This is an optimization exercise on Yosys and OpenROAD, whose aim is small area, not a production implementation.
The RTL was checked by simulation tests, not by an equivalence proof against the original design.
No activity file was given, so power comes from the tool's default toggle rates.

Setup of run A:
==> flow/design.v (excerpt) <==
module axis_line_buffer (
    input           clk,
    input           rst_n,
    input           config_pulse,
    input  [15:0]   config_width,
    input  [15:0]   config_height,
    output          done,
    input  [7:0]    s_axis_pix_tdata,
    input           s_axis_pix_tvalid,
    output          s_axis_pix_tready,
    output [71:0]   m_axis_win_tdata,
    output          m_axis_win_tvalid,
    input           m_axis_win_tready
    );
Size in the first run: ~120 I/O pins, roughly 67000 um2 of cells after synthesis.
==> flow/config.mk <==
export PLATFORM = sky130hd
export DESIGN_NAME = axis_line_buffer
export DESIGN_NICKNAME = axis_line_buffer
export VERILOG_FILES = /design/flow/design.v
export SDC_FILE = /design/flow/constraint.sdc
export NUM_CORES = 4
export LEC_CHECK = 0
export CAP_MARGIN = 20
export CORE_MARGIN = 2
export CORE_UTILIZATION = 65
export SLEW_MARGIN = 20
==> flow/constraint.sdc <==
create_clock -name core_clock -period 5.0 [get_ports {clk}]
set_input_delay 1.0000 -clock core_clock [delete_from_list [all_inputs] [get_ports {clk}]]
set_output_delay 1.0000 -clock core_clock [all_outputs]
set_load 0.01 [all_outputs]
standard.sh (not shown) runs the stock make flow with config.mk's settings and CLKGATE_MAP_FILE= SYNTH_SCRIPT=/design/flow/synth_recipe.tcl, a recipe that flattens the netlist after the stock synthesis.
==> flow/flow/run.sh <==
#!/bin/bash
# Standard ORFS layout (the standard.sh) with two changes:
#  - clock tree synthesis with small clock buffers, a chosen sink cluster
#    size, and no dummy loads,
#  - port buffers use the smallest buffer cell.
export CTS_ARGS="-sink_clustering_enable -repair_clock_nets -dont_use_dummy_load -buf_list sky130_fd_sc_hd__clkbuf_4 -sink_clustering_size 11 -sink_clustering_max_diameter 50"
export BUFFER_PORTS_ARGS="-buffer_cell sky130_fd_sc_hd__buf_1"
bash standard.sh finish > standard.log 2>&1
Run A went all the way through the flow, and no timing, DRC or antenna check failed.
Inputs modified between run A and run B:
diff --git a/flow/flow/run.sh b/flow/flow/run.sh
--- a/flow/flow/run.sh
+++ b/flow/flow/run.sh
@@ -6 +6 @@
-export CTS_ARGS="-sink_clustering_enable -repair_clock_nets -dont_use_dummy_load -buf_list sky130_fd_sc_hd__clkbuf_4 -sink_clustering_size 11 -sink_clustering_max_diameter 50"
+export CTS_ARGS="-sink_clustering_enable -repair_clock_nets -dont_use_dummy_load -buf_list sky130_fd_sc_hd__clkbuf_4 -sink_clustering_size 10 -sink_clustering_max_diameter 40"
diff --git a/flow/config.mk b/flow/config.mk
--- a/flow/config.mk
+++ b/flow/config.mk
@@ -8 +8 @@
-export CAP_MARGIN = 20
+export CAP_MARGIN = 5
@@ -11 +11 @@
-export SLEW_MARGIN = 20
+export SLEW_MARGIN = 5
Run B: no failed stages, no open violations at the end. Of run A and run B, run A shows the lower net switching fraction of the power, with run B above it. For number of well taps, run A and run B come out practically identical. Core util | run B vs run A | run B higher. Against run A, run B reports a via count that is higher. Max slew at the pin closest to its max-slew limit across run A and run B: run B.
--- input diff run B..run C ---
diff --git a/flow/flow/run.sh b/flow/flow/run.sh
--- a/flow/flow/run.sh
+++ b/flow/flow/run.sh
@@ -6 +6 @@
-export CTS_ARGS="-sink_clustering_enable -repair_clock_nets -dont_use_dummy_load -buf_list sky130_fd_sc_hd__clkbuf_4 -sink_clustering_size 10 -sink_clustering_max_diameter 40"
+export CTS_ARGS="-sink_clustering_enable -repair_clock_nets -dont_use_dummy_load -buf_list sky130_fd_sc_hd__clkbuf_8 -sink_clustering_size 20 -sink_clustering_max_diameter 30"
diff --git a/flow/config.mk b/flow/config.mk
--- a/flow/config.mk
+++ b/flow/config.mk
@@ -8 +8 @@
-export CAP_MARGIN = 5
+export CAP_MARGIN = 20
@@ -11 +11 @@
-export SLEW_MARGIN = 5
+export SLEW_MARGIN = 20
### Flow results
Per the comparison of run C with run B, fraction of area in multi-input gates saw little to no change, remaining number of nets flagged by the antenna check after routing saw little to no change. Run C ends up with higher fraction of final layout cells sized beyond drive strength 1 than run B does. Compared to run B, run C has transition time of the tightest slew-check pin 0.031 ns higher. Compared with run B, in run C signed area change from the synthesized netlist to the final layout rose 4.1 points; wire length now sits higher.
Setup changes, run C to run D
==> flow/flow/run.sh <==
#!/bin/bash
# Standard ORFS layout (the standard.sh) with two changes:
#  - clock tree synthesis: clkbuf_16 for the root and upper levels, a small
#    leaf buffer with a chosen sink cluster size, and no dummy loads,
#  - port buffers use the smallest buffer cell.
export CTS_ARGS="-sink_clustering_enable -repair_clock_nets -dont_use_dummy_load -root_buf sky130_fd_sc_hd__clkbuf_16 -tree_buf sky130_fd_sc_hd__clkbuf_16 -buf_list sky130_fd_sc_hd__clkbuf_4 -sink_clustering_buffer sky130_fd_sc_hd__clkbuf_4 -sink_clustering_size 12 -sink_clustering_max_diameter 30"
export BUFFER_PORTS_ARGS="-buffer_cell sky130_fd_sc_hd__buf_1"
bash standard.sh finish > standard.log 2>&1
diff --git a/flow/config.mk b/flow/config.mk
--- a/flow/config.mk
+++ b/flow/config.mk
@@ -10 +10 @@
-export CORE_UTILIZATION = 65
+export CORE_UTILIZATION = 70
- Relative to run C, ratio of final minimum period to clock period decreased by 7.1 points in run D.
- The lower internal cell power came out of run D.
- In the reports for run C and run D, the larger smallest hold slack belongs to run D.
- Final area, run D vs run C: down slightly
- Clock insertion delay at the later pin of the skew report in run D is 0.11 ns lower than in run C
- The sequential cell area share in run D was higher than what run C gave.
- Run D improves on run C in routed wire length.

==> static timing again, ports no longer ideal <==
How much do the figures lean on ideal ports? The routed layouts below were timed once more, with nothing changed but the port constraints. Step 1, drivers: a clkbuf_16 drives clk and a buf_2 each remaining input, both assumed. Step 2 times the ports against the registers' clock, not the clock port: input delays grow and output delays shrink by t, the midpoint of the rising clock arrivals with the driver on. Three values: no drivers, after step 1, after step 2; two values: the first two.
| run | shift t [ns] | setup slack, ns | hold WS [ns] |
|---|---|---|---|
| run A | 1.147 | 1.473 / 1.473 / 1.256 | 0.196 / 0.149 / 0.385 |
| run B | 1.155 | 1.514 / 1.484 / 1.268 | 0.218 / 0.177 / 0.393 |
| run C | 0.949 | 1.447 / 1.447 / 1.229 | 0.271 / 0.225 / 0.349 |
| run D | 0.863 | 1.800 / 1.738 / 1.627 | 0.353 / 0.335 / 0.353 |
After both steps setup and hold are still met in every run listed. The setup slack of run B, which loses most, moves by -0.030 ns with the drivers and by -0.246 ns with both steps.
